What follows belongs to an exercise in optimizing a design on an open flow for small area; a production flow would make more cautious choices.
Function was checked by simulation only, so behaviour that the tests miss may differ from the original.
Power figures rest on the tool's default switching activity, not on a simulated workload.

==> flow/design.v (excerpt) <==
module Main(
	input CLOCK_50,
	input rst,
	input [3:0] KEY,
	input [5:0] SW,
	input [9:0] SENSOR_N,
	input [3:0] BOUNDARY_N,
	input UART_RXD,
	output UART_TXD,
	output [3:0] MOTOR_MAIN,
	output [3:0] MOTOR_MAGNET,
	output MAGNET_N,
	output [10:0] DISPLAY
	);
Size in the first run: ~1100 cells after synthesis, ~10000 sq um of cells after synthesis.
clock: 20.0 ns
lec_check: 0
cap_margin: 20
core_margin: 2
core_utilization: 65
slew_margin: 20
standard.sh (not shown) runs the stock make flow with config.mk's settings and CLKGATE_MAP_FILE= SYNTH_SCRIPT=/design/flow/synth_recipe.tcl, a recipe that flattens the netlist after the stock synthesis.
==> flow/flow/run.sh <==
#!/bin/bash
# Own layout flow: the standard synthesis, then the combinational logic is
# re-mapped by ABC with an area-oriented script (flip-flops are kept as they are,
# same cells and names), then the standard layout from floorplan on, with
# port buffers of the smallest buffer and a clock tree of small buffers without
# dummy loads.
set -euo pipefail
HERE=$(pwd)
R=$HERE/orfs/results/${FLOW_PLATFORM}/Main/base
LIB=$FLOW_HOME/platforms/${FLOW_PLATFORM}/lib/sky130_fd_sc_hd__tt_025C_1v80.lib
YOSYS=$FLOW_HOME/../tools/install/yosys/bin/yosys
export BUFFER_PORTS_ARGS="-buffer_cell sky130_fd_sc_hd__buf_1"
export CTS_ARGS="$(cat $HERE/flow/cts_args.txt)"

bash standard.sh synth > standard_synth.log 2>&1
cp $R/1_2_yosys.v $HERE/std_1_2_yosys.v

cat > $HERE/remap.ys <<EOY
read_liberty -ignore_miss_func $LIB
read_verilog $HERE/std_1_2_yosys.v
hierarchy -top ${FLOW_TOP}
setattr -mod -set keep_hierarchy 1 sky130_fd_sc_hd__*df* sky130_fd_sc_hd__*dl* sky130_fd_sc_hd__conb_1
flatten
rename -hide w:_*_.*
select ${FLOW_TOP}
opt_clean
abc -liberty $LIB -dont_use sky130_fd_sc_hd__probe_p_8 -dont_use sky130_fd_sc_hd__probec_p_8 -dont_use sky130_fd_sc_hd__lpflow_bleeder_1 -dont_use sky130_fd_sc_hd__lpflow_clkbufkapwr_1 -dont_use sky130_fd_sc_hd__lpflow_clkbufkapwr_16 -dont_use sky130_fd_sc_hd__lpflow_clkbufkapwr_2 -dont_use sky130_fd_sc_hd__lpflow_clkbufkapwr_4 -dont_use sky130_fd_sc_hd__lpflow_clkbufkapwr_8 -dont_use sky130_fd_sc_hd__lpflow_clkinvkapwr_1 -dont_use sky130_fd_sc_hd__lpflow_clkinvkapwr_16 -dont_use sky130_fd_sc_hd__lpflow_clkinvkapwr_2 -dont_use sky130_fd_sc_hd__lpflow_clkinvkapwr_4 -dont_use sky130_fd_sc_hd__lpflow_clkinvkapwr_8 -dont_use sky130_fd_sc_hd__lpflow_decapkapwr_12 -dont_use sky130_fd_sc_hd__lpflow_decapkapwr_3 -dont_use sky130_fd_sc_hd__lpflow_decapkapwr_4 -dont_use sky130_fd_sc_hd__lpflow_decapkapwr_6 -dont_use sky130_fd_sc_hd__lpflow_decapkapwr_8 -dont_use sky130_fd_sc_hd__lpflow_inputiso0n_1 -dont_use sky130_fd_sc_hd__lpflow_inputiso0p_1 -dont_use sky130_fd_sc_hd__lpflow_inputiso1n_1 -dont_use sky130_fd_sc_hd__lpflow_inputiso1p_1 -dont_use sky130_fd_sc_hd__lpflow_inputisolatch_1 -dont_use sky130_fd_sc_hd__lpflow_isobufsrc_1 -dont_use sky130_fd_sc_hd__lpflow_isobufsrc_16 -dont_use sky130_fd_sc_hd__lpflow_isobufsrc_2 -dont_use sky130_fd_sc_hd__lpflow_isobufsrc_4 -dont_use sky130_fd_sc_hd__lpflow_isobufsrc_8 -dont_use sky130_fd_sc_hd__lpflow_isobufsrckapwr_16 -dont_use sky130_fd_sc_hd__lpflow_lsbuf_lh_hl_isowell_tap_1 -dont_use sky130_fd_sc_hd__lpflow_lsbuf_lh_hl_isowell_tap_2 -dont_use sky130_fd_sc_hd__lpflow_lsbuf_lh_hl_isowell_tap_4 -dont_use sky130_fd_sc_hd__lpflow_lsbuf_lh_isowell_4 -dont_use sky130_fd_sc_hd__lpflow_lsbuf_lh_isowell_tap_1 -dont_use sky130_fd_sc_hd__lpflow_lsbuf_lh_isowell_tap_2 -dont_use sky130_fd_sc_hd__lpflow_lsbuf_lh_isowell_tap_4  -script +$(cat $HERE/flow/abc_script.txt)
opt_clean
hilomap -singleton -hicell sky130_fd_sc_hd__conb_1 HI -locell sky130_fd_sc_hd__conb_1 LO
insbuf -buf sky130_fd_sc_hd__buf_4 A X
opt_clean -purge
rename -enumerate -pattern rm_%_
stat -liberty $LIB
write_verilog -noattr -nohex -nodec -selected $HERE/remap_1_2_yosys.v
EOY
$YOSYS -s $HERE/remap.ys > remap.log 2>&1
cp $HERE/remap_1_2_yosys.v $R/1_2_yosys.v
rm -f $R/1_synth.odb $R/1_synth.sdc
bash standard.sh > standard.log 2>&1
==> flow/flow/cts_args.txt <==
-sink_clustering_enable -repair_clock_nets -dont_use_dummy_load -buf_list sky130_fd_sc_hd__clkbuf_4 -sink_clustering_size 10 -sink_clustering_max_diameter 50
Other scripts of this flow, unchanged in this note and not shown: flow/flow/abc_script.txt
Edit:
==> flow/flow/cts_args.txt (replaced) <==
-sink_clustering_enable -repair_clock_nets -dont_use_dummy_load -buf_list sky130_fd_sc_hd__clkbuf_2 -sink_clustering_size 6 -sink_clustering_max_diameter 40
After rerunning: Die area does not change. Final area stays flat. Non-clock buffer count does not change. Combinational power went up by about 0.6%. Register-to-register slack improves by 40 ps. Via count went up by 1.8%. Flip-flop and latch count does not change.

Main, a different RTL version from the one above (not shown whole).
Size in the first run: ~1,100 cells after synthesis, ~48 I/O pins.
Settings: LEC_CHECK=0, CAP_MARGIN=20, CORE_MARGIN=2, CORE_UTILIZATION=65, SLEW_MARGIN=20; clock period 20.0 ns.
==> flow/flow/run.sh <==
#!/bin/bash
# Own layout flow: the standard synthesis, then the combinational logic is
# re-mapped by ABC with an area-oriented script (flip-flops are kept as they are,
# same cells and names), then the standard layout from floorplan on, with
# port buffers of the smallest buffer and a clock tree of small buffers without
# dummy loads.
set -euo pipefail
HERE=$(pwd)
R=$HERE/orfs/results/${FLOW_PLATFORM}/Main/base
LIB=$FLOW_HOME/platforms/${FLOW_PLATFORM}/lib/sky130_fd_sc_hd__tt_025C_1v80.lib
YOSYS=$FLOW_HOME/../tools/install/yosys/bin/yosys
export BUFFER_PORTS_ARGS="-buffer_cell sky130_fd_sc_hd__buf_1"
export CTS_ARGS="$(cat $HERE/flow/cts_args.txt)"

bash standard.sh synth > standard_synth.log 2>&1
cp $R/1_2_yosys.v $HERE/std_1_2_yosys.v

# Re-map with each ABC script in abc_scripts.txt (one per line), in parallel,
# and keep the smallest result.
remap() {
  local n=$1 script=$2
cat > $HERE/remap_$n.ys <<EOY
read_liberty -ignore_miss_func $LIB
read_verilog $HERE/std_1_2_yosys.v
hierarchy -top ${FLOW_TOP}
setattr -mod -set keep_hierarchy 1 sky130_fd_sc_hd__*df* sky130_fd_sc_hd__*dl* sky130_fd_sc_hd__conb_1
flatten
rename -hide w:_*_.*
select ${FLOW_TOP}
opt_clean
abc -liberty $LIB -dont_use sky130_fd_sc_hd__probe_p_8 -dont_use sky130_fd_sc_hd__probec_p_8 -dont_use sky130_fd_sc_hd__lpflow_bleeder_1 -dont_use sky130_fd_sc_hd__lpflow_clkbufkapwr_1 -dont_use sky130_fd_sc_hd__lpflow_clkbufkapwr_16 -dont_use sky130_fd_sc_hd__lpflow_clkbufkapwr_2 -dont_use sky130_fd_sc_hd__lpflow_clkbufkapwr_4 -dont_use sky130_fd_sc_hd__lpflow_clkbufkapwr_8 -dont_use sky130_fd_sc_hd__lpflow_clkinvkapwr_1 -dont_use sky130_fd_sc_hd__lpflow_clkinvkapwr_16 -dont_use sky130_fd_sc_hd__lpflow_clkinvkapwr_2 -dont_use sky130_fd_sc_hd__lpflow_clkinvkapwr_4 -dont_use sky130_fd_sc_hd__lpflow_clkinvkapwr_8 -dont_use sky130_fd_sc_hd__lpflow_decapkapwr_12 -dont_use sky130_fd_sc_hd__lpflow_decapkapwr_3 -dont_use sky130_fd_sc_hd__lpflow_decapkapwr_4 -dont_use sky130_fd_sc_hd__lpflow_decapkapwr_6 -dont_use sky130_fd_sc_hd__lpflow_decapkapwr_8 -dont_use sky130_fd_sc_hd__lpflow_inputiso0n_1 -dont_use sky130_fd_sc_hd__lpflow_inputiso0p_1 -dont_use sky130_fd_sc_hd__lpflow_inputiso1n_1 -dont_use sky130_fd_sc_hd__lpflow_inputiso1p_1 -dont_use sky130_fd_sc_hd__lpflow_inputisolatch_1 -dont_use sky130_fd_sc_hd__lpflow_isobufsrc_1 -dont_use sky130_fd_sc_hd__lpflow_isobufsrc_16 -dont_use sky130_fd_sc_hd__lpflow_isobufsrc_2 -dont_use sky130_fd_sc_hd__lpflow_isobufsrc_4 -dont_use sky130_fd_sc_hd__lpflow_isobufsrc_8 -dont_use sky130_fd_sc_hd__lpflow_isobufsrckapwr_16 -dont_use sky130_fd_sc_hd__lpflow_lsbuf_lh_hl_isowell_tap_1 -dont_use sky130_fd_sc_hd__lpflow_lsbuf_lh_hl_isowell_tap_2 -dont_use sky130_fd_sc_hd__lpflow_lsbuf_lh_hl_isowell_tap_4 -dont_use sky130_fd_sc_hd__lpflow_lsbuf_lh_isowell_4 -dont_use sky130_fd_sc_hd__lpflow_lsbuf_lh_isowell_tap_1 -dont_use sky130_fd_sc_hd__lpflow_lsbuf_lh_isowell_tap_2 -dont_use sky130_fd_sc_hd__lpflow_lsbuf_lh_isowell_tap_4  -script +$script
opt_clean
hilomap -singleton -hicell sky130_fd_sc_hd__conb_1 HI -locell sky130_fd_sc_hd__conb_1 LO
insbuf -buf sky130_fd_sc_hd__buf_4 A X
opt_clean -purge
rename -enumerate -pattern rm_%_
select -assert-none ${FLOW_TOP}/t:\$* ${FLOW_TOP}/t:\$scopeinfo %d
tee -o $HERE/remap_$n.stat stat -liberty $LIB
write_verilog -noattr -nohex -nodec -selected $HERE/remap_$n.v
EOY
  timeout 1200 $YOSYS -s $HERE/remap_$n.ys > $HERE/remap_$n.log 2>&1 || true
}
n=0
while IFS= read -r line; do
  [[ -z "$line" ]] && continue
  n=$((n+1))
  remap $n "$line" &
done < $HERE/flow/abc_scripts.txt
wait
best=""; bestarea=""
for f in $HERE/remap_*.stat; do
  a=$(grep -o "Chip area for module.*: [0-9.]*" $f | awk '{print $NF}')
  [[ -z "$a" ]] && continue
  v=${f%.stat}.v
  [[ -s $v ]] || continue
  if [[ -z "$best" ]] || awk -v x=$a -v y=$bestarea 'BEGIN{exit !(x<y)}'; then best=$v; bestarea=$a; fi
done
echo "picked $best ($bestarea)" > $HERE/remap_pick.txt
cp $best $HERE/remap_1_2_yosys.v
cp $HERE/remap_1_2_yosys.v $R/1_2_yosys.v
rm -f $R/1_synth.odb $R/1_synth.sdc
bash standard.sh > standard.log 2>&1
==> flow/flow/abc_scripts.txt <==
strash;&get,-n;&fraig,-x;&put;dc2;dc2;dc2;strash;&get,-n;&dch,-f;&nf,-R,1000;&put
strash;&get,-n;&fraig,-x;&put;dc2;dc2;dc2;strash;&get,-n;&deepsyn,-T,40;&dch,-f;&nf,-R,1000;&put
strash;&get,-n;&fraig,-x;&put;dc2;dc2;dc2;strash;&get,-n;&deepsyn,-T,40,-S,3;&dch,-f;&nf,-R,1000;&put;strash;&get,-n;&deepsyn,-T,20,-S,5;&dch,-f;&nf,-R,1000;&put
strash;&get,-n;&fraig,-x;&put;dc2;dc2;dc2;strash;&get,-n;&deepsyn,-T,40,-S,42;&put;dc2;strash;&get,-n;&dch,-f;&nf,-R,1000;&put
Other scripts of this flow, unchanged in this note and not shown: flow/flow/cts_args.txt
Then changed:
--- a/flow/flow/run.sh
+++ b/flow/flow/run.sh
@@ -47,2 +47,3 @@
   remap $n "$line" &
+  if (( n % ${NUM_CORES:-4} == 0 )); then wait; fi
 done < $HERE/flow/abc_scripts.txt
==> flow/flow/abc_scripts.txt (replaced) <==
strash;&get,-n;&fraig,-x;&put;dc2;dc2;dc2;strash;&get,-n;&dch,-f;&nf,-R,1000;&put
strash;&get,-n;&fraig,-x;&put;dc2;dc2;dc2;strash;&get,-n;&deepsyn,-T,40,-S,42;&put;dc2;strash;&get,-n;&dch,-f;&nf,-R,1000,-F,10,-A,4;&put
strash;&get,-n;&fraig,-x;&put;dc2;dc2;dc2;strash;&get,-n;&deepsyn,-T,40,-S,7;&put;dc2;strash;&get,-n;&dch,-f;&nf,-R,1000,-F,10,-A,4;&put
strash;&get,-n;&fraig,-x;&put;dc2;dc2;dc2;strash;&get,-n;&deepsyn,-T,40,-S,3;&put;dc2;strash;&get,-n;&dch,-f;&nf,-R,1000,-F,10,-A,4;&put
strash;&get,-n;&fraig,-x;&put;dc2;dc2;dc2;strash;&get,-n;&deepsyn,-T,40,-S,11;&put;dc2;strash;&get,-n;&dch,-f;&nf,-R,1000;&put
strash;&get,-n;&fraig,-x;&put;dc2;dc2;dc2;strash;&get,-n;&deepsyn,-T,40,-S,42;&put;dc2;strash;&get,-n;&dch,-f;&nf,-R,1000;&put
strash;&get,-n;&fraig,-x;&put;dc2;dc2;dc2;strash;&get,-n;&deepsyn,-T,40;&dch,-f;&nf,-R,1000;&put
strash;&get,-n;&fraig,-x;&put;dc2;dc2;dc2;strash;&get,-n;&deepsyn,-T,40,-S,5;&put;dc2;strash;&get,-n;&dch,-f;&nf,-R,1000,-F,10,-A,4;&put
--- a/flow/config.mk
+++ b/flow/config.mk
@@ -9,3 +9,3 @@
 export CORE_MARGIN = 2
-export CORE_UTILIZATION = 65
+export CORE_UTILIZATION = 90
 export SLEW_MARGIN = 20
After rerunning: Now the flow aborted during global placement without I/O with GPL-0301; area after synthesis came out lower by 0.73%; synthesized cell count came out lower by 0.38%.
Then changed:
--- a/flow/config.mk
+++ b/flow/config.mk
@@ -9,3 +9,3 @@
 export CORE_MARGIN = 2
-export CORE_UTILIZATION = 90
+export CORE_UTILIZATION = 65
 export SLEW_MARGIN = 20
The new run completed with no timing, DRC or antenna violations.
Area after synthesis hardly moves.
Synthesized cell count falls by 0.85%.
Then changed:
--- a/flow/config.mk
+++ b/flow/config.mk
@@ -9,3 +9,3 @@
 export CORE_MARGIN = 2
-export CORE_UTILIZATION = 65
+export CORE_UTILIZATION = 80
 export SLEW_MARGIN = 20
Result: Count of clock-buffer cells in the layout is unchanged; core utilization grows by 17 points; wire length grows by about 9%; final cell count shrinks by 1.1%; setup slack gets worse by 55 ps; die area shrinks by 18%; critical path depth stays the same; design area is about the same.

[static timing again, ports no longer ideal]
The results above use ideal ports. As a check the final layouts listed here were re-extracted and re-timed, cells and wires unchanged. Step 1: set_driving_cell puts a clkbuf_16 on CLOCK_50 and a buf_2 on each other input, an assumption about the parent block. Step 2 adds t to the input delays and takes it off the output delays; t is the mean of the earliest and latest rising clock arrival at the registers after step 1. Input paths then give back, and output paths get back, about the clock's delay inside the block. a / b / c = no drivers / after step 1 / after step 2; a / b = the first two.
run	t, ns	slack for setup (ns)	worst setup path after step 2	worst slew at a driven data input, ns	cell pins on the clock port's net
the first run of note 1	0.697	14.068 / 14.031 / 13.805	input to register	0.05	1
the second run of note 1	0.782	13.948 / 13.909 / 13.835	input to register	0.05	1
the first run of note 2	0.679	14.095 / 14.057 / 13.937	input to register	0.05	1
the third run of note 2	0.676	14.060 / 14.023 / 14.098	input to register	0.04	1
the fourth run of note 2	0.676	14.005 / 13.968 / 13.572	input to register	0.04	1
After both steps every run listed still meets setup and hold. For the fourth run of note 2, which loses most, drivers alone change the setup slack by -0.037 ns; drivers and shift together by -0.433 ns.
